From an optimization exercise on the open Yosys and OpenROAD flow, aimed at small area; shortcuts taken in it are not production practice. In this exercise RTL edits were held to simulation tests only and were not proved equivalent to the original. Power and IR drop assume default switching activity.

<file path="flow/flow/run.sh">
#!/bin/bash
# Own layout flow: the standard flow, with
#  - the standard synthesis's gates re-mapped for area by abc (registers, full and
#    half adder cells and all names kept: only the gates between them change),
#  - every combinational cell swapped to its smallest drive strength after floorplan
#    (the flow's timing repair upsizes again wherever timing needs it),
#  - port buffers of the smallest buffer cell,
#  - a clock tree of mid-size clock buffers without dummy loads.
# Each tool's output goes to a log file of its own in the work folder.
set -euo pipefail
R=orfs/results/${FLOW_PLATFORM:-sky130hd}/top/base
LIB=$FLOW_HOME/platforms/sky130hd/lib/sky130_fd_sc_hd__tt_025C_1v80.lib
bash standard.sh synth > synth.log 2>&1
cp $R/1_2_yosys.v standard_synth.v
python3 flow/combcells.py $LIB combcells.v dontuse.txt > combcells.log 2>&1
yosys -p "read_liberty -lib $LIB; read_verilog standard_synth.v; read_verilog combcells.v; hierarchy -top top; flatten; delete t:\$scopeinfo; opt -purge; techmap; opt -fast -purge; abc -script flow/remap.abc -liberty $LIB $(cat dontuse.txt); opt_clean -purge; hilomap -singleton -hicell sky130_fd_sc_hd__conb_1 HI -locell sky130_fd_sc_hd__conb_1 LO; splitnets; opt_clean -purge; insbuf -buf sky130_fd_sc_hd__buf_1 A X; tee -o remap_stat.txt stat -liberty $LIB; write_verilog -noattr -noexpr -nohex -nodec remapped.v" > remap.log 2>&1
cp remapped.v $R/1_2_yosys.v
rm -f $R/1_synth.odb $R/1_synth.sdc
bash standard.sh synth > synth_odb.log 2>&1
bash standard.sh floorplan > floorplan.log 2>&1
DS_ODB=$R/2_floorplan.odb openroad -no_init -exit flow/downsize.tcl > downsize.log 2>&1
bash standard.sh finish \
  'BUFFER_PORTS_ARGS=-buffer_cell sky130_fd_sc_hd__buf_1' \
  'CTS_ARGS=-buf_list sky130_fd_sc_hd__clkbuf_8 -sink_clustering_enable -sink_clustering_size 30 -sink_clustering_max_diameter 200 -dont_use_dummy_load -repair_clock_nets' \
  > finish.log 2>&1
</file>
<file path="flow/flow/combcells.py">
#!/usr/bin/env python3
"""Write Verilog models (one assign each) of the platform's single-output combinational
cells, so that yosys can re-map the synthesized netlist's gates; and the list of
don't-use cells for abc. Usage: combcells.py LIB out.v dontuse.txt"""
import re, sys
lib = open(sys.argv[1]).read()
skip = r'__(fa|ha|fah|conb|tap|fill|decap|diode|probe|lpflow|df|edf|sdf|dl|sedf|clkdly|dlygate|dlymetal|ebuf|einv|clkinvlp|macro)'
out, dont = [], []
for part in re.split(r'\n\s*cell\s*\(', lib)[1:]:
    name = re.match(r'\s*"?(\w+)"?', part).group(1)
    if re.search(r'__(probe|lpflow)', name):
        dont.append(name)
    if re.search(skip, name):
        continue
    ins, outs = [], []
    for m in re.finditer(r'pin\s*\(\s*"?(\w+)"?\s*\)\s*\{(.*?)\n\s*\}', part, re.S):
        body = m.group(2)
        d = re.search(r'direction\s*:\s*"?(\w+)', body)
        if not d:
            continue
        if d.group(1) == 'input':
            ins.append(m.group(1))
        elif d.group(1) == 'output':
            f = re.search(r'function\s*:\s*"([^"]*)"', body)
            outs.append((m.group(1), f.group(1) if f else None))
    if len(outs) != 1 or outs[0][1] is None:
        continue
    o, f = outs[0]
    e = f.replace('!', '~').replace('*', '&').replace('+', '|')
    out.append('module %s(%s);\n%s\n  output %s;\n  assign %s = %s;\nendmodule'
               % (name, ', '.join(ins + [o]), '\n'.join('  input %s;' % i for i in ins), o, o, e))
open(sys.argv[2], 'w').write('\n'.join(out) + '\n')
open(sys.argv[3], 'w').write(' '.join('-dont_use ' + d for d in dont) + '\n')
</file>
<file path="flow/flow/downsize.tcl">
# Swap every combinational cell for the smallest-area cell of the same family
# (same logic function, lower drive strength). Timing is repaired later by the flow.
read_db $::env(DS_ODB)
set db [ord::get_db]
set block [[$db getChip] getBlock]
set dont_use {}
proc area_of {m} { return [expr {[$m getWidth] * [$m getHeight]}] }
set fam [dict create]
foreach lib [$db getLibs] {
  foreach m [$lib getMasters] {
    set n [$m getName]
    if {[lsearch -exact $dont_use $n] >= 0} continue
    if {![regexp {^(sky130_fd_sc_hd__[a-z0-9]+)_([0-9]+)$} $n -> base drv]} continue
    dict lappend fam $base $m
  }
}
set swapped 0
set saved 0
foreach inst [$block getInsts] {
  set m [$inst getMaster]
  set n [$m getName]
  if {![regexp {^(sky130_fd_sc_hd__[a-z0-9]+)_([0-9]+)$} $n -> base drv]} continue
  if {[regexp {^sky130_fd_sc_hd__(df|edf|sdf|dl|clk|tap|fill|decap|conb|dlygate|dlymetal|lpflow|probe|diode)} $n]} continue
  if {![dict exists $fam $base]} continue
  set best $m
  foreach c [dict get $fam $base] {
    if {[area_of $c] < [area_of $best]} { set best $c }
  }
  if {$best ne $m} {
    set saved [expr {$saved + [area_of $m] - [area_of $best]}]
    $inst swapMaster $best
    incr swapped
  }
}
puts "downsize: swapped $swapped cells, saved [expr {$saved / 1e6}] um2"
write_db $::env(DS_ODB)
</file>
<file path="flow/flow/remap.abc">
strash
dch
amap
&get -n
&st
&dch
&nf -R 1000
&put
</file>
<file path="flow/standard.sh">
#!/bin/bash
# synth_recipe.tcl (not shown) runs the flow's synth.tcl, then flattens the netlist and writes it again
# the make line also repeats each setting of config.mk as NAME=value (left out here)
make -C /OpenROAD-flow-scripts/flow DESIGN_CONFIG=/design/flow/config.mk WORK_HOME=/design/flow/orfs CLKGATE_MAP_FILE= SYNTH_SCRIPT=/design/flow/synth_recipe.tcl "${@:-finish}"
</file>
<file path="flow/config.mk">
export PLATFORM = sky130hd
export DESIGN_NAME = top
export DESIGN_NICKNAME = top
export VERILOG_FILES = /design/flow/design.v
export SDC_FILE = /design/flow/constraint.sdc
export NUM_CORES = 4
export LEC_CHECK = 0
export ABC_AREA = 1
export CAP_MARGIN = 20
export CORE_MARGIN = 2
export CORE_UTILIZATION = 40
export SLEW_MARGIN = 20
export SYNTH_HIERARCHICAL = 1
</file>
<file path="flow/constraint.sdc">
create_clock -name core_clock -period 50.0 [get_ports {clk}]
set_input_delay 10.0000 -clock core_clock [delete_from_list [all_inputs] [get_ports {clk}]]
set_output_delay 10.0000 -clock core_clock [all_outputs]
set_load 0.01 [all_outputs]
</file>
<file path="flow/design.v">
module top (
    input clk,
    input rst,
    input up,
    input down,
    input raw_entry,
    input raw_exit,
    input [7:0] rate,
    output [6:0] seg_car,
    output [6:0] seg_cost1,
    output [6:0] seg_cost0,
    output full,
    output empty,
    output alarm
);
    reg [15:0] tm;
    reg [2:0] ph;
    always @(posedge clk or posedge rst) begin
        if (rst) begin
            ph <= 3'd4;
            tm <= 16'd0;
        end else begin
            ph <= ph + 3'd1;
            if (&ph) tm <= tm + 16'd1;
        end
    end
    reg e1, e2, ep, x1, x2, xp;
    always @(posedge clk or posedge rst) begin
        if (rst) begin
            e1 <= 1'b0; e2 <= 1'b0; ep <= 1'b0;
            x1 <= 1'b0; x2 <= 1'b0; xp <= 1'b0;
        end else begin
            e1 <= raw_entry; e2 <= e1; ep <= e1 & ~e2;
            x1 <= raw_exit;  x2 <= x1; xp <= x1 & ~x2;
        end
    end
    reg ae, ax, alarm_r;
    reg [1:0] cnt;
    wire is_full = &cnt;
    wire is_empty = ~|cnt;
    always @(posedge clk or posedge rst) begin
        if (rst) begin
            ae <= 1'b0; ax <= 1'b0; alarm_r <= 1'b0;
            cnt <= 2'd0;
        end else begin
            ae <= ep & ~is_full;
            ax <= xp & ~is_empty;
            alarm_r <= (ep & is_full) | (xp & is_empty);
            if (ae & ~ax & ~is_full) cnt <= cnt + 2'd1;
            else if (ax & ~ae & ~is_empty) cnt <= cnt - 2'd1;
        end
    end
    assign alarm = alarm_r;
    assign full = is_full;
    assign empty = is_empty;
    assign seg_car = (cnt == 2'd0) ? 7'b0000001 :
                     (cnt == 2'd1) ? 7'b1001111 :
                     (cnt == 2'd2) ? 7'b0010010 : 7'b0000110;
    reg [1:0] qc, hd, tl;
    reg [15:0] b0, b1, b2;
    reg [15:0] last;
    wire wr = ae & ~&qc;
    wire rd = ax & |qc;
    always @(posedge clk or posedge rst) begin
        if (rst) begin
            qc <= 2'd0; hd <= 2'd0; tl <= 2'd0;
            last <= 16'd0;
        end else begin
            if (wr) begin
                tl <= (tl == 2'd2) ? 2'd0 : tl + 2'd1;
                qc <= qc + 2'd1;
            end
            if (rd) begin
                last <= (hd == 2'd0) ? b0 : (hd == 2'd1) ? b1 : b2;
                hd <= (hd == 2'd2) ? 2'd0 : hd + 2'd1;
                qc <= qc - 2'd1;
            end
        end
    end
    always @(posedge clk) begin
        if (wr && tl == 2'd0) b0 <= tm;
        if (wr && tl == 2'd1) b1 <= tm;
        if (wr && tl == 2'd2) b2 <= tm;
    end
    wire [15:0] tmn = ~tm;
    wire gs1, gc2;
    fa gu3 (.a(tmn[0]), .b(last[0]), .c(1'b0), .s(gs1), .co(gc2));
    wire gs4, gc5;
    fa gu6 (.a(tmn[1]), .b(last[1]), .c(gc2), .s(gs4), .co(gc5));
    wire gs7, gc8;
    fa gu9 (.a(tmn[2]), .b(last[2]), .c(gc5), .s(gs7), .co(gc8));
    wire gs10, gc11;
    fa gu12 (.a(tmn[3]), .b(last[3]), .c(gc8), .s(gs10), .co(gc11));
    wire gs13, gc14;
    fa gu15 (.a(tmn[4]), .b(last[4]), .c(gc11), .s(gs13), .co(gc14));
    wire gs16, gc17;
    fa gu18 (.a(tmn[5]), .b(last[5]), .c(gc14), .s(gs16), .co(gc17));
    wire gs19, gc20;
    fa gu21 (.a(tmn[6]), .b(last[6]), .c(gc17), .s(gs19), .co(gc20));
    wire gs22, gc23;
    fa gu24 (.a(tmn[7]), .b(last[7]), .c(gc20), .s(gs22), .co(gc23));
    wire gs25, gc26;
    fa gu27 (.a(tmn[8]), .b(last[8]), .c(gc23), .s(gs25), .co(gc26));
    wire gs28, gc29;
    fa gu30 (.a(tmn[9]), .b(last[9]), .c(gc26), .s(gs28), .co(gc29));
    wire gs31, gc32;
    fa gu33 (.a(tmn[10]), .b(last[10]), .c(gc29), .s(gs31), .co(gc32));
    wire gs34, gc35;
    fa gu36 (.a(tmn[11]), .b(last[11]), .c(gc32), .s(gs34), .co(gc35));
    wire gs37, gc38;
    fa gu39 (.a(tmn[12]), .b(last[12]), .c(gc35), .s(gs37), .co(gc38));
    wire gs40, gc41;
    fa gu42 (.a(tmn[13]), .b(last[13]), .c(gc38), .s(gs40), .co(gc41));
    wire gs43, gc44;
    fa gu45 (.a(tmn[14]), .b(last[14]), .c(gc41), .s(gs43), .co(gc44));
    wire gs46, gc47;
    fa gu48 (.a(tmn[15]), .b(last[15]), .c(gc44), .s(gs46), .co(gc47));
    wire ge = ~gc47;
    wire [7:0] rgn = ~(rate & {8{ax & ge}});
    wire gp49 = ~(gs1 | rgn[0]);
    wire gp50 = ~(gs4 | rgn[0]);
    wire gp51 = ~(gs7 | rgn[0]);
    wire gp52 = ~(gs10 | rgn[0]);
    wire gp53 = ~(gs13 | rgn[0]);
    wire gp54 = ~(gs16 | rgn[0]);
    wire gp55 = ~(gs19 | rgn[0]);
    wire gp56 = ~(gs22 | rgn[0]);
    wire gp57 = ~(gs25 | rgn[0]);
    wire gp58 = ~(gs28 | rgn[0]);
    wire gp59 = ~(gs31 | rgn[0]);
    wire gp60 = ~(gs34 | rgn[0]);
    wire gp61 = ~(gs37 | rgn[0]);
    wire gp62 = ~(gs40 | rgn[0]);
    wire gp63 = ~(gs43 | rgn[0]);
    wire gp64 = ~(gs46 | rgn[0]);
    wire gp65 = ~(gs1 | rgn[1]);
    wire gp66 = ~(gs4 | rgn[1]);
    wire gp67 = ~(gs7 | rgn[1]);
    wire gp68 = ~(gs10 | rgn[1]);
    wire gp69 = ~(gs13 | rgn[1]);
    wire gp70 = ~(gs16 | rgn[1]);
    wire gp71 = ~(gs19 | rgn[1]);
    wire gp72 = ~(gs22 | rgn[1]);
    wire gp73 = ~(gs25 | rgn[1]);
    wire gp74 = ~(gs28 | rgn[1]);
    wire gp75 = ~(gs31 | rgn[1]);
    wire gp76 = ~(gs34 | rgn[1]);
    wire gp77 = ~(gs37 | rgn[1]);
    wire gp78 = ~(gs40 | rgn[1]);
    wire gp79 = ~(gs43 | rgn[1]);
    wire gp80 = ~(gs1 | rgn[2]);
    wire gp81 = ~(gs4 | rgn[2]);
    wire gp82 = ~(gs7 | rgn[2]);
    wire gp83 = ~(gs10 | rgn[2]);
    wire gp84 = ~(gs13 | rgn[2]);
    wire gp85 = ~(gs16 | rgn[2]);
    wire gp86 = ~(gs19 | rgn[2]);
    wire gp87 = ~(gs22 | rgn[2]);
    wire gp88 = ~(gs25 | rgn[2]);
    wire gp89 = ~(gs28 | rgn[2]);
    wire gp90 = ~(gs31 | rgn[2]);
    wire gp91 = ~(gs34 | rgn[2]);
    wire gp92 = ~(gs37 | rgn[2]);
    wire gp93 = ~(gs40 | rgn[2]);
    wire gp94 = ~(gs1 | rgn[3]);
    wire gp95 = ~(gs4 | rgn[3]);
    wire gp96 = ~(gs7 | rgn[3]);
    wire gp97 = ~(gs10 | rgn[3]);
    wire gp98 = ~(gs13 | rgn[3]);
    wire gp99 = ~(gs16 | rgn[3]);
    wire gp100 = ~(gs19 | rgn[3]);
    wire gp101 = ~(gs22 | rgn[3]);
    wire gp102 = ~(gs25 | rgn[3]);
    wire gp103 = ~(gs28 | rgn[3]);
    wire gp104 = ~(gs31 | rgn[3]);
    wire gp105 = ~(gs34 | rgn[3]);
    wire gp106 = ~(gs37 | rgn[3]);
    wire gp107 = ~(gs1 | rgn[4]);
    wire gp108 = ~(gs4 | rgn[4]);
    wire gp109 = ~(gs7 | rgn[4]);
    wire gp110 = ~(gs10 | rgn[4]);
    wire gp111 = ~(gs13 | rgn[4]);
    wire gp112 = ~(gs16 | rgn[4]);
    wire gp113 = ~(gs19 | rgn[4]);
    wire gp114 = ~(gs22 | rgn[4]);
    wire gp115 = ~(gs25 | rgn[4]);
    wire gp116 = ~(gs28 | rgn[4]);
    wire gp117 = ~(gs31 | rgn[4]);
    wire gp118 = ~(gs34 | rgn[4]);
    wire gp119 = ~(gs1 | rgn[5]);
    wire gp120 = ~(gs4 | rgn[5]);
    wire gp121 = ~(gs7 | rgn[5]);
    wire gp122 = ~(gs10 | rgn[5]);
    wire gp123 = ~(gs13 | rgn[5]);
    wire gp124 = ~(gs16 | rgn[5]);
    wire gp125 = ~(gs19 | rgn[5]);
    wire gp126 = ~(gs22 | rgn[5]);
    wire gp127 = ~(gs25 | rgn[5]);
    wire gp128 = ~(gs28 | rgn[5]);
    wire gp129 = ~(gs31 | rgn[5]);
    wire gp130 = ~(gs1 | rgn[6]);
    wire gp131 = ~(gs4 | rgn[6]);
    wire gp132 = ~(gs7 | rgn[6]);
    wire gp133 = ~(gs10 | rgn[6]);
    wire gp134 = ~(gs13 | rgn[6]);
    wire gp135 = ~(gs16 | rgn[6]);
    wire gp136 = ~(gs19 | rgn[6]);
    wire gp137 = ~(gs22 | rgn[6]);
    wire gp138 = ~(gs25 | rgn[6]);
    wire gp139 = ~(gs28 | rgn[6]);
    wire gp140 = ~(gs1 | rgn[7]);
    wire gp141 = ~(gs4 | rgn[7]);
    wire gp142 = ~(gs7 | rgn[7]);
    wire gp143 = ~(gs10 | rgn[7]);
    wire gp144 = ~(gs13 | rgn[7]);
    wire gp145 = ~(gs16 | rgn[7]);
    wire gp146 = ~(gs19 | rgn[7]);
    wire gp147 = ~(gs22 | rgn[7]);
    wire gp148 = ~(gs25 | rgn[7]);
    wire gs149, gc150;
    ha gu151 (.a(gp50), .b(gp65), .s(gs149), .co(gc150));
    wire gs152, gc153;
    fa gu154 (.a(gp51), .b(gp66), .c(gp80), .s(gs152), .co(gc153));
    wire gs155, gc156;
    ha gu157 (.a(gc150), .b(gs152), .s(gs155), .co(gc156));
    wire gs158, gc159;
    fa gu160 (.a(gp52), .b(gp67), .c(gp81), .s(gs158), .co(gc159));
    wire gs161, gc162;
    fa gu163 (.a(gp94), .b(gc153), .c(gs158), .s(gs161), .co(gc162));
    wire gs164, gc165;
    ha gu166 (.a(gc156), .b(gs161), .s(gs164), .co(gc165));
    wire gs167, gc168;
    fa gu169 (.a(gp53), .b(gp68), .c(gp82), .s(gs167), .co(gc168));
    wire gs170, gc171;
    fa gu172 (.a(gp95), .b(gp107), .c(gc159), .s(gs170), .co(gc171));
    wire gs173, gc174;
    fa gu175 (.a(gs167), .b(gc162), .c(gs170), .s(gs173), .co(gc174));
    wire gs176, gc177;
    ha gu178 (.a(gc165), .b(gs173), .s(gs176), .co(gc177));
    wire gs179, gc180;
    fa gu181 (.a(gp54), .b(gp69), .c(gp83), .s(gs179), .co(gc180));
    wire gs182, gc183;
    fa gu184 (.a(gp96), .b(gp108), .c(gp119), .s(gs182), .co(gc183));
    wire gs185, gc186;
    fa gu187 (.a(gc168), .b(gs179), .c(gs182), .s(gs185), .co(gc186));
    wire gs188, gc189;
    fa gu190 (.a(gc171), .b(gs185), .c(gc174), .s(gs188), .co(gc189));
    wire gs191, gc192;
    ha gu193 (.a(gc177), .b(gs188), .s(gs191), .co(gc192));
    wire gs194, gc195;
    fa gu196 (.a(gp55), .b(gp70), .c(gp84), .s(gs194), .co(gc195));
    wire gs197, gc198;
    fa gu199 (.a(gp97), .b(gp109), .c(gp120), .s(gs197), .co(gc198));
    wire gs200, gc201;
    fa gu202 (.a(gp130), .b(gc180), .c(gc183), .s(gs200), .co(gc201));
    wire gs203, gc204;
    fa gu205 (.a(gs194), .b(gs197), .c(gc186), .s(gs203), .co(gc204));
    wire gs206, gc207;
    fa gu208 (.a(gs200), .b(gs203), .c(gc189), .s(gs206), .co(gc207));
    wire gs209, gc210;
    ha gu211 (.a(gc192), .b(gs206), .s(gs209), .co(gc210));
    wire gs212, gc213;
    fa gu214 (.a(gp56), .b(gp71), .c(gp85), .s(gs212), .co(gc213));
    wire gs215, gc216;
    fa gu217 (.a(gp98), .b(gp110), .c(gp121), .s(gs215), .co(gc216));
    wire gs218, gc219;
    fa gu220 (.a(gp131), .b(gp140), .c(gc195), .s(gs218), .co(gc219));
    wire gs221, gc222;
    fa gu223 (.a(gc198), .b(gs212), .c(gs215), .s(gs221), .co(gc222));
    wire gs224, gc225;
    fa gu226 (.a(gc201), .b(gs218), .c(gs221), .s(gs224), .co(gc225));
    wire gs227, gc228;
    fa gu229 (.a(gc204), .b(gs224), .c(gc207), .s(gs227), .co(gc228));
    wire gs230, gc231;
    ha gu232 (.a(gc210), .b(gs227), .s(gs230), .co(gc231));
    wire gs233, gc234;
    fa gu235 (.a(gp57), .b(gp72), .c(gp86), .s(gs233), .co(gc234));
    wire gs236, gc237;
    fa gu238 (.a(gp99), .b(gp111), .c(gp122), .s(gs236), .co(gc237));
    wire gs239, gc240;
    fa gu241 (.a(gp132), .b(gp141), .c(gc213), .s(gs239), .co(gc240));
    wire gs242, gc243;
    fa gu244 (.a(gc216), .b(gs233), .c(gs236), .s(gs242), .co(gc243));
    wire gs245, gc246;
    fa gu247 (.a(gc219), .b(gc222), .c(gs239), .s(gs245), .co(gc246));
    wire gs248, gc249;
    fa gu250 (.a(gs242), .b(gc225), .c(gs245), .s(gs248), .co(gc249));
    wire gs251, gc252;
    fa gu253 (.a(gs248), .b(gc228), .c(gc231), .s(gs251), .co(gc252));
    wire gs254, gc255;
    fa gu256 (.a(gp58), .b(gp73), .c(gp87), .s(gs254), .co(gc255));
    wire gs257, gc258;
    fa gu259 (.a(gp100), .b(gp112), .c(gp123), .s(gs257), .co(gc258));
    wire gs260, gc261;
    fa gu262 (.a(gp133), .b(gp142), .c(gc234), .s(gs260), .co(gc261));
    wire gs263, gc264;
    fa gu265 (.a(gc237), .b(gs254), .c(gs257), .s(gs263), .co(gc264));
    wire gs266, gc267;
    fa gu268 (.a(gc240), .b(gc243), .c(gs260), .s(gs266), .co(gc267));
    wire gs269, gc270;
    fa gu271 (.a(gs263), .b(gc246), .c(gs266), .s(gs269), .co(gc270));
    wire gs272, gc273;
    fa gu274 (.a(gc249), .b(gs269), .c(gc252), .s(gs272), .co(gc273));
    wire gs275, gc276;
    fa gu277 (.a(gp59), .b(gp74), .c(gp88), .s(gs275), .co(gc276));
    wire gs278, gc279;
    fa gu280 (.a(gp101), .b(gp113), .c(gp124), .s(gs278), .co(gc279));
    wire gs281, gc282;
    fa gu283 (.a(gp134), .b(gp143), .c(gc255), .s(gs281), .co(gc282));
    wire gs284, gc285;
    fa gu286 (.a(gc258), .b(gs275), .c(gs278), .s(gs284), .co(gc285));
    wire gs287, gc288;
    fa gu289 (.a(gc261), .b(gc264), .c(gs281), .s(gs287), .co(gc288));
    wire gs290, gc291;
    fa gu292 (.a(gs284), .b(gc267), .c(gs287), .s(gs290), .co(gc291));
    wire gs293, gc294;
    fa gu295 (.a(gc270), .b(gs290), .c(gc273), .s(gs293), .co(gc294));
    wire gs296, gc297;
    fa gu298 (.a(gp60), .b(gp75), .c(gp89), .s(gs296), .co(gc297));
    wire gs299, gc300;
    fa gu301 (.a(gp102), .b(gp114), .c(gp125), .s(gs299), .co(gc300));
    wire gs302, gc303;
    fa gu304 (.a(gp135), .b(gp144), .c(gc276), .s(gs302), .co(gc303));
    wire gs305, gc306;
    fa gu307 (.a(gc279), .b(gs296), .c(gs299), .s(gs305), .co(gc306));
    wire gs308, gc309;
    fa gu310 (.a(gc282), .b(gc285), .c(gs302), .s(gs308), .co(gc309));
    wire gs311, gc312;
    fa gu313 (.a(gs305), .b(gc288), .c(gs308), .s(gs311), .co(gc312));
    wire gs314, gc315;
    fa gu316 (.a(gc291), .b(gs311), .c(gc294), .s(gs314), .co(gc315));
    wire gs317, gc318;
    fa gu319 (.a(gp61), .b(gp76), .c(gp90), .s(gs317), .co(gc318));
    wire gs320, gc321;
    fa gu322 (.a(gp103), .b(gp115), .c(gp126), .s(gs320), .co(gc321));
    wire gs323, gc324;
    fa gu325 (.a(gp136), .b(gp145), .c(gc297), .s(gs323), .co(gc324));
    wire gs326, gc327;
    fa gu328 (.a(gc300), .b(gs317), .c(gs320), .s(gs326), .co(gc327));
    wire gs329, gc330;
    fa gu331 (.a(gc303), .b(gc306), .c(gs323), .s(gs329), .co(gc330));
    wire gs332, gc333;
    fa gu334 (.a(gs326), .b(gc309), .c(gs329), .s(gs332), .co(gc333));
    wire gs335, gc336;
    fa gu337 (.a(gc312), .b(gs332), .c(gc315), .s(gs335), .co(gc336));
    wire gs338, gc339;
    fa gu340 (.a(gp62), .b(gp77), .c(gp91), .s(gs338), .co(gc339));
    wire gs341, gc342;
    fa gu343 (.a(gp104), .b(gp116), .c(gp127), .s(gs341), .co(gc342));
    wire gs344, gc345;
    fa gu346 (.a(gp137), .b(gp146), .c(gc318), .s(gs344), .co(gc345));
    wire gs347, gc348;
    fa gu349 (.a(gc321), .b(gs338), .c(gs341), .s(gs347), .co(gc348));
    wire gs350, gc351;
    fa gu352 (.a(gc324), .b(gc327), .c(gs344), .s(gs350), .co(gc351));
    wire gs353, gc354;
    fa gu355 (.a(gs347), .b(gc330), .c(gs350), .s(gs353), .co(gc354));
    wire gs356, gc357;
    fa gu358 (.a(gc333), .b(gs353), .c(gc336), .s(gs356), .co(gc357));
    wire gs359, gc360;
    fa gu361 (.a(gp63), .b(gp78), .c(gp92), .s(gs359), .co(gc360));
    wire gs362, gc363;
    fa gu364 (.a(gp105), .b(gp117), .c(gp128), .s(gs362), .co(gc363));
    wire gs365, gc366;
    fa gu367 (.a(gp138), .b(gp147), .c(gc339), .s(gs365), .co(gc366));
    wire gs368, gc369;
    fa gu370 (.a(gc342), .b(gs359), .c(gs362), .s(gs368), .co(gc369));
    wire gs371, gc372;
    fa gu373 (.a(gc345), .b(gc348), .c(gs365), .s(gs371), .co(gc372));
    wire gs374, gc375;
    fa gu376 (.a(gs368), .b(gc351), .c(gs371), .s(gs374), .co(gc375));
    wire gs377, gc378;
    fa gu379 (.a(gc354), .b(gs374), .c(gc357), .s(gs377), .co(gc378));
    wire gx380 = gp64 ^ gp79;
    wire gx381 = gp93 ^ gp106;
    wire gx382 = gp118 ^ gp129;
    wire gx383 = gp139 ^ gp148;
    wire gx384 = gx380 ^ gx381;
    wire gx385 = gx382 ^ gx383;
    wire gx386 = gc360 ^ gc363;
    wire gx387 = gx384 ^ gx385;
    wire gx388 = gx386 ^ gx387;
    wire gx389 = gc366 ^ gc369;
    wire gx390 = gx388 ^ gx389;
    wire gx391 = gc372 ^ gx390;
    wire gx392 = gx391 ^ gc375;
    wire gx393 = gx392 ^ gc378;
    wire [1:0] xl = {gs149, gp49};
    wire gi394 = ~gs176;
    wire gi395 = ~gs191;
    wire gi396 = ~gs251;
    wire gi397 = ~gs272;
    wire gi398 = ~gs335;
    wire gi399 = ~gs356;
    wire gs400, gc401;
    fa gu402 (.a(gs155), .b(gi394), .c(gs209), .s(gs400), .co(gc401));
    wire gs403, gc404;
    fa gu405 (.a(gi396), .b(gs293), .c(gi398), .s(gs403), .co(gc404));
    wire gs406, gc407;
    fa gu408 (.a(gs377), .b(gs400), .c(gs403), .s(gs406), .co(gc407));
    wire gs409, gc410;
    fa gu411 (.a(gs164), .b(gi395), .c(gs230), .s(gs409), .co(gc410));
    wire gs412, gc413;
    fa gu414 (.a(gi397), .b(gs314), .c(gi399), .s(gs412), .co(gc413));
    wire gs415, gc416;
    fa gu417 (.a(gx393), .b(gc401), .c(gc404), .s(gs415), .co(gc416));
    wire gs418, gc419;
    fa gu420 (.a(gs409), .b(gs412), .c(gc407), .s(gs418), .co(gc419));
    wire gs421, gc422;
    ha gu423 (.a(gs415), .b(gs418), .s(gs421), .co(gc422));
    wire gs424, gc425;
    fa gu426 (.a(gc410), .b(gc413), .c(gc416), .s(gs424), .co(gc425));
    wire gs427, gc428;
    fa gu429 (.a(gc419), .b(gs424), .c(gc422), .s(gs427), .co(gc428));
    wire gs430, gc431;
    ha gu432 (.a(gc425), .b(gc428), .s(gs430), .co(gc431));
    wire [4:0] rs = {gc431, gs430, gs427, gs421, gs406};
    wire [2:0] r;
    wire [2:0] cr;
    tab_r u_r (.i(rs), .o({r, cr}));
    wire gi433 = ~gs209;
    wire gi434 = ~gs377;
    wire gi435 = ~gx393;
    wire gs436, gc437;
    fa gu438 (.a(gs176), .b(gs230), .c(gs272), .s(gs436), .co(gc437));
    wire gs439, gc440;
    fa gu441 (.a(gs293), .b(gi434), .c(gs436), .s(gs439), .co(gc440));
    wire gs442, gc443;
    ha gu444 (.a(gs439), .b(cr[0]), .s(gs442), .co(gc443));
    wire gs445, gc446;
    fa gu447 (.a(gs191), .b(gi433), .c(gi396), .s(gs445), .co(gc446));
    wire gs448, gc449;
    fa gu450 (.a(gs314), .b(gi435), .c(gc437), .s(gs448), .co(gc449));
    wire gs451, gc452;
    fa gu453 (.a(gs445), .b(gc440), .c(gs448), .s(gs451), .co(gc452));
    wire gs454, gc455;
    fa gu456 (.a(cr[1]), .b(gc443), .c(gs451), .s(gs454), .co(gc455));
    wire gs457, gc458;
    fa gu459 (.a(gc446), .b(gc449), .c(cr[2]), .s(gs457), .co(gc458));
    wire gs460, gc461;
    fa gu462 (.a(gc452), .b(gs457), .c(gc455), .s(gs460), .co(gc461));
    wire gs463, gc464;
    ha gu465 (.a(gc458), .b(gc461), .s(gs463), .co(gc464));
    wire [4:0] qs = {gc464, gs463, gs460, gs454, gs442};
    wire [2:0] q;
    tab_q u_q (.i(qs), .o(q));
    wire [7:0] u;
    tab_units u_units (.i({r, xl}), .o(u));
    tab_tens u_tens (.i({q, u[7]}), .o(seg_cost1));
    assign seg_cost0 = u[6:0];
endmodule
module fa (input a, input b, input c, output s, output co);
    assign s = a ^ b ^ c;
    assign co = (a & b) | (c & (a ^ b));
endmodule
module ha (input a, input b, output s, output co);
    assign s = a ^ b;
    assign co = a & b;
endmodule
module tab_r (input [4:0] i, output [5:0] o);
    wire g_new_n12;
    wire g_new_n13;
    wire g_new_n14;
    wire g_new_n15;
    wire g_new_n16;
    wire g_new_n17;
    wire g_new_n18;
    wire g_new_n19;
    wire g_new_n20;
    wire g_new_n21;
    wire g_new_n22;
    wire g_new_n23;
    wire g_new_n24;
    wire g_new_n25;
    wire g_new_n26;
    wire g_new_n27;
    wire g_new_n28;
    wire g_new_n29;
    wire g_new_n30;
    wire g_new_n31;
    wire g_new_n32;
    wire g_new_n33;
    wire g_new_n35;
    wire g_new_n36;
    wire g_new_n39;
    wire g_new_n41;
    assign g_new_n12 = (~i[1]);
    assign g_new_n13 = (~i[3]&~g_new_n12);
    assign g_new_n14 = (~i[2]);
    assign g_new_n15 = (~i[4]&~g_new_n14);
    assign g_new_n16 = (~i[3]);
    assign g_new_n17 = (~i[1]&~g_new_n16);
    assign g_new_n18 = (~i[4]&~g_new_n17);
    assign g_new_n19 = (~g_new_n14&~g_new_n12);
    assign g_new_n20 = (~g_new_n19);
    assign g_new_n21 = (~i[3]&~g_new_n20) | (~i[2]&~g_new_n18);
    assign g_new_n22 = (~g_new_n21);
    assign g_new_n23 = (~g_new_n13&~g_new_n15) | (~g_new_n22);
    assign g_new_n24 = (~i[4]&~g_new_n17) | (~i[1]&~g_new_n17);
    assign g_new_n25 = (~g_new_n23) | (~g_new_n24);
    assign g_new_n26 = (~i[0]);
    assign g_new_n27 = (~g_new_n15) | (~g_new_n16);
    assign g_new_n28 = (~i[2]&~i[1]) | (~g_new_n16);
    assign g_new_n29 = (~g_new_n28&~g_new_n19) | (~i[4]&~g_new_n19);
    assign g_new_n30 = (~g_new_n29) | (~g_new_n27);
    assign g_new_n31 = (~g_new_n26&~g_new_n30);
    assign g_new_n32 = (~g_new_n30);
    assign g_new_n33 = (~i[0]&~g_new_n22) | (~i[0]&~g_new_n32) | (~g_new_n24&~g_new_n22) | (~g_new_n24&~g_new_n32);
    assign o[5] = (~g_new_n31&~g_new_n33) | (~g_new_n25);
    assign g_new_n35 = (~g_new_n24&~g_new_n32);
    assign g_new_n36 = (~i[0]&~g_new_n23);
    assign o[4] = (~i[0]&~g_new_n35&~g_new_n36) | (~g_new_n21&~g_new_n35&~g_new_n36);
    assign o[3] = (~g_new_n31&~g_new_n33);
    assign g_new_n39 = (~g_new_n19&~i[4]) | (~i[3]&~i[4]);
    assign o[2] = (~g_new_n39&~g_new_n35);
    assign g_new_n41 = (~g_new_n29) | (~i[3]);
    assign o[1] = (~g_new_n41) | (~g_new_n27);
    assign o[0] = (~g_new_n21&~g_new_n30) | (~g_new_n26&~g_new_n30);
endmodule
module tab_q (input [4:0] i, output [2:0] o);
    wire g_new_n9;
    wire g_new_n10;
    wire g_new_n11;
    wire g_new_n12;
    wire g_new_n13;
    wire g_new_n14;
    wire g_new_n15;
    wire g_new_n16;
    wire g_new_n17;
    wire g_new_n18;
    wire g_new_n19;
    wire g_new_n20;
    wire g_new_n21;
    wire g_new_n23;
    wire g_new_n25;
    wire g_new_n26;
    wire g_new_n27;
    wire g_new_n28;
    assign g_new_n9 = (~i[4]);
    assign g_new_n10 = (~i[0]);
    assign g_new_n11 = (~i[2]&~g_new_n10);
    assign g_new_n12 = (~i[3]&~i[1]&~g_new_n9) | (~g_new_n11);
    assign g_new_n13 = (~i[3]);
    assign g_new_n14 = (~i[4]&~i[1]&~g_new_n13);
    assign g_new_n15 = (~i[4]&~g_new_n14) | (~g_new_n13&~g_new_n14);
    assign g_new_n16 = (~i[2]);
    assign g_new_n17 = (~g_new_n13) | (~i[1]);
    assign g_new_n18 = (~g_new_n16&~g_new_n17) | (~g_new_n15);
    assign g_new_n19 = (~i[4]&~g_new_n10);
    assign g_new_n20 = (~g_new_n16&~g_new_n19) | (~g_new_n10&~g_new_n19);
    assign g_new_n21 = (~g_new_n20) | (~g_new_n9);
    assign o[2] = (~g_new_n21&~g_new_n18) | (~g_new_n12&~g_new_n15);
    assign g_new_n23 = (~g_new_n11&~g_new_n14) | (~g_new_n12);
    assign o[1] = (~g_new_n17&~g_new_n20) | (~g_new_n23);
    assign g_new_n25 = (~g_new_n12&~g_new_n15);
    assign g_new_n26 = (~g_new_n11&~g_new_n14) | (~g_new_n19);
    assign g_new_n27 = (~g_new_n16&~g_new_n15);
    assign g_new_n28 = (~g_new_n18) | (~g_new_n10);
    assign o[0] = (~g_new_n27&~g_new_n28) | (~g_new_n25&~g_new_n26);
endmodule
module tab_units (input [4:0] i, output [7:0] o);
    wire g_new_n14;
    wire g_new_n15;
    wire g_new_n16;
    wire g_new_n17;
    wire g_new_n18;
    wire g_new_n19;
    wire g_new_n21;
    wire g_new_n22;
    wire g_new_n23;
    wire g_new_n24;
    wire g_new_n25;
    wire g_new_n26;
    wire g_new_n27;
    wire g_new_n29;
    wire g_new_n30;
    wire g_new_n31;
    wire g_new_n34;
    wire g_new_n35;
    wire g_new_n38;
    wire g_new_n40;
    assign g_new_n14 = (~i[4]) | (~i[2]);
    assign g_new_n15 = (~i[2]);
    assign g_new_n16 = (~i[3]);
    assign g_new_n17 = (~i[1]);
    assign g_new_n18 = (~g_new_n16&~g_new_n17) | (~i[4]&~i[2]);
    assign g_new_n19 = (~g_new_n18) | (~i[3]) | (~g_new_n15);
    assign o[7] = (~i[3]&~g_new_n14) | (~g_new_n19);
    assign g_new_n21 = (~i[4]&~g_new_n17) | (~g_new_n18);
    assign g_new_n22 = (~g_new_n21);
    assign g_new_n23 = (~g_new_n22) | (~i[0]);
    assign g_new_n24 = (~g_new_n16&~g_new_n17);
    assign g_new_n25 = (~i[3]&~i[1]&~g_new_n14);
    assign g_new_n26 = (~g_new_n14&~g_new_n24&~g_new_n25);
    assign g_new_n27 = (~g_new_n26);
    assign o[3] = (~i[0]&~g_new_n27) | (~g_new_n23);
    assign g_new_n29 = (~i[2]&~g_new_n17);
    assign g_new_n30 = (~g_new_n16&~g_new_n29);
    assign g_new_n31 = (~g_new_n22) | (~g_new_n30);
    assign o[6] = (o[3]&g_new_n31);
    assign o[5] = (~g_new_n27&~o[3]) | (~g_new_n31&~o[3]);
    assign g_new_n34 = (~i[4]&~i[3]);
    assign g_new_n35 = (~g_new_n29&~g_new_n25) | (~g_new_n34&~g_new_n25);
    assign o[4] = (~i[0]&~g_new_n35);
    assign o[1] = (~g_new_n23) | (~g_new_n35);
    assign g_new_n38 = (~o[1]) | (~i[0]);
    assign o[2] = (~g_new_n38) | (~g_new_n27);
    assign g_new_n40 = (~i[3]&~g_new_n22) | (~g_new_n15&~g_new_n22);
    assign o[0] = (~g_new_n40&~o[5]);
endmodule
module tab_tens (input [3:0] i, output [6:0] o);
    wire g_new_n12;
    wire g_new_n13;
    wire g_new_n14;
    wire g_new_n15;
    wire g_new_n16;
    wire g_new_n17;
    wire g_new_n18;
    wire g_new_n20;
    wire g_new_n22;
    wire g_new_n23;
    wire g_new_n26;
    wire g_new_n28;
    assign g_new_n12 = (~i[0]);
    assign g_new_n13 = (~i[2]&~i[1]);
    assign g_new_n14 = (~i[3]);
    assign g_new_n15 = (~g_new_n14) | (~i[0]);
    assign g_new_n16 = (~i[2]);
    assign g_new_n17 = (~i[1]&~g_new_n16);
    assign g_new_n18 = (~g_new_n17);
    assign o[2] = (~i[3]&~g_new_n18) | (~g_new_n15);
    assign g_new_n20 = (~g_new_n12&~g_new_n13) | (~o[2]);
    assign o[6] = (~g_new_n20);
    assign g_new_n22 = (~i[1]);
    assign g_new_n23 = (~g_new_n14) | (~g_new_n12) | (~i[2]);
    assign o[5] = (~g_new_n15&~g_new_n18) | (~g_new_n22&~g_new_n23);
    assign o[4] = (~i[3]&~i[2]&~i[0]&~g_new_n22);
    assign g_new_n26 = (~g_new_n14) | (~i[2]) | (~i[1]) | (~i[0]);
    assign o[3] = (~g_new_n20) | (~g_new_n26);
    assign g_new_n28 = (~g_new_n16&~i[0]) | (~i[1]&~i[0]);
    assign o[1] = (~i[3]&~g_new_n17&~g_new_n28);
    assign o[0] = (~i[2]&~i[1]) | (~g_new_n26);
endmodule
</file>
==> results.txt <==
[per-layer routing]
layer | routed length (um) | vias up | share of wire
li1 | - | 2040 | -
met1 | 5944 | 2318 | 0.43
met2 | 7280 | 117 | 0.52
met3 | 517 | 15 | 0.037
met4 | 197 | 0 | 0.014
met5 | 0 | - | 0
[power by group]
part	internal [mW]	switching, mW	leakage, nW
clock network	0.0162	0.0236	0.0647
logic	0.0264	0.0517	2.03
registers	0.101	0.0126	1.09
[area by class of cell]
cell class              count  share of cell area
repair buffers             38             0.02118
well taps                 220             0.03699
inverters                  36             0.01816
flip-flops and latches    100              0.3687
clock buffers               9             0.01664
multi-input cells         451              0.5383
[layout by cell type (no fill, tap or decap), types with 9 or more instances in the layout]
master,instances
clkbuf_8,9
a21oi_1,35
xnor2_1,23
ha_1,19
fa_1,103
buf_1,34
dfrtp_1,51
nand2_1,38
o21ai_0,10
clkinv_1,35
nor2_1,140
edfxtp_1,48
[registers in the layout, summed over array words and instances (netlist names)]
register and count:
hd 2, tm 16, e1 1, x2 1, last 16, b2 16
ax 1, cnt 2, tl 2, b1 16, alarm_r 1, ph 3
e2 1, ae 1, xp 1, ep 1, b0 16, qc 2
x1 1
[metrics by stage]
step                cells  power (mW)
global route          854      0.2470
floorplan             590      0.1625
CTS                   854      0.2335
detailed placement    845      0.1935
global placement      845      0.1906
finish                854      0.2311
[how the worst max path moves through the flow]
stage,from,to,slack (ns),cells past startpoint
after CTS,rate[0],seg_cost1[3],18.21,41
after global routing,rate[0],seg_cost1[3],17.49,41
final,rate[0],seg_cost1[3],18.19,41
after floorplan,rate[0],seg_cost1[3],19.15,39
after global placement,rate[0],seg_cost1[3],18.48,41
after detailed placement,rate[0],seg_cost1[3],18.23,41
[worst reg2reg max path, delay by kind of cell (launching register included)]
family	cells	cell delay [ns]
simple gates	7	1.69
xor+xnor	1	0.16
flops	1	0.53
fa+ha+maj	1	0.24
==> flow_summary_export.csv <==
group,metric,value,unit
outcome,status,"finished clean",
place,portBuffers,34,
timing,fin_setup_tns,0,ns
setup_path,r2r_start,"ph[2]",
routing,drt-total-wl,13.94,mm
finish,final_util,0.4472,
place,postPlaceCellArea,7315,sq um
setup_path,reg2reg_depth,9,
floorplan,die-width,134.9,um
timing,final.min_clock_period,31.81,ns
global_routing,grt_pass1_vias,4857,
timing,worstMarginPinSlew,1.013,ns
finish,layout.area.seq,2744,sq um
pwr,leakagePower,3.179,nW
finish,syn2layout_area_growth,8.560,%
clock_tree,clkLatencyLatePin,0.37,ns
timing,finalCritPeriodShare,0.6362,
clock_tree,cts_sinks,100,
routing,drt-pass1-iter-count,5,
finish,fillers,1539,
floorplan,start_util,0.4119,
clock_tree,cts_setup_buffers,0,
clock_tree,cts_tree,"built",
floorplan,die_y,134.9,um
routing,drc,0,
global_routing,grt.total_usage,0.1650,
worst_hold_path,whs_path_depth,0,
synthesis,yosysWarnings,7,
pwr,powerDensity,31.05,nW/um^2
clock_tree,ctsResizeCount,0,
clock_tree,cts_hold_buf,0,
setup_path,path_class,"primary input to output pin",
finish,num_antenna_cells,0,
finish,finalInstanceArea,7442,sq um
worst_hold_path,min_path_type,"register to register",
global_routing,grt_max_degree,53,
setup_path,r2r_end,"tm[15]",
timing,setup_viol,0,
timing,fin_hold_ws,0.3757,ns
global_routing,use_met1,0.2071,
clock_tree,htreeDepth,3,
global_routing,gr-usage-met2,0.2950,
synthesis,syn_inst,589,
global_routing,grt_pass1_wl,23.45,mm
global_routing,gr-usage-met3,0.02515,
setup_path,path_max_fanout,16,
routing,viasPerCell,5.258,
timing,fmax,31.43,MHz
setup_path,crit_required,40.00,ns
routing,ant_nets,0,
timing,maxSlewViolCount,0,
timing,max-slew-margin-rel,0.3237,
floorplan,fp-row-count,47,
clock_tree,clkTransAtPathRegs,0.09,ns
timing,rsz0062_at_grt,"false",
clock_tree,clockRootBuffer,"clkbuf_8",
finish,nNetsFinal,772,
setup_path,cp-end-kind,"output pin",
floorplan,coreArea,16640,sq um
setup_path,cp_slowest_cell,"fa_1",
synthesis,syn_avg_cell_area,11.64,sq um
floorplan,pin_count,38,
setup_path,cpMostUsedCell,"fa_1",
synthesis,netlist_area,6855,sq um
worst_hold_path,min_to,"x2",
setup_path,slowest_delay,0.52,ns
setup_path,arrival,21.81,ns
place,place.gp.congestion,0.8309,
timing,setup_slack,18.19,ns
timing,hold_viol_final,0,
place,dpl.hpwl,10.49,mm
job,drv_cap,0,
clock_tree,cts_buffer_depth,2,
timing,fin_skew,0.02867,ns
global_routing,overflow,0,
routing,drt_iter0_markers,200,
global_routing,busiest_layer,"met2",
pwr,irDropWorstVdd,0.02535,mV
global_routing,antenna_found_initial,0,
floorplan,dieArea,18200,sq um
routing,vias,4490,
finish,drive_gt1_frac,0.02997,
place,pre_cts_ws,18.23,ns
setup_path,path_delay_family,"adder cells",
finish,multi_input_area,4006,sq um
setup_path,reg2reg_slack,47.32,ns
clock_tree,numCtsBuffers,9,
routing,wl_per_cell,16.32,um
setup_path,cp_num_buf_inv,2,
worst_hold_path,min_from,"x1",
setup_path,start_kind,"primary input",

[what the ideal ports hide]
How much do the figures lean on ideal ports? The routed layout below was timed once more, with nothing changed but the port constraints. Step 1 sets driving cells, clkbuf_16 on the clock port and buf_2 on the other inputs (assumed; they add their load-dependent delay and slew). Step 2 adds t to the input delays and takes it off the output delays; t is the mean of the earliest and latest rising clock arrival at the registers after step 1. Input paths then give back, and output paths get back, about the clock's delay inside the block. Three values: no drivers, after step 1, after step 2; two values: the first two.
t, ns: 0.389
slack for setup (ns): 18.188 / 18.164 / 18.164
worst setup path at the end: input to output
slew at the worst register clock pin (ns): 0.09 / 0.09
worst slew at a driven data input, ns: 0.04
After both steps setup and hold are still met in this run. For this run, drivers alone change the setup slack by -0.024 ns; drivers and shift together by -0.024 ns.
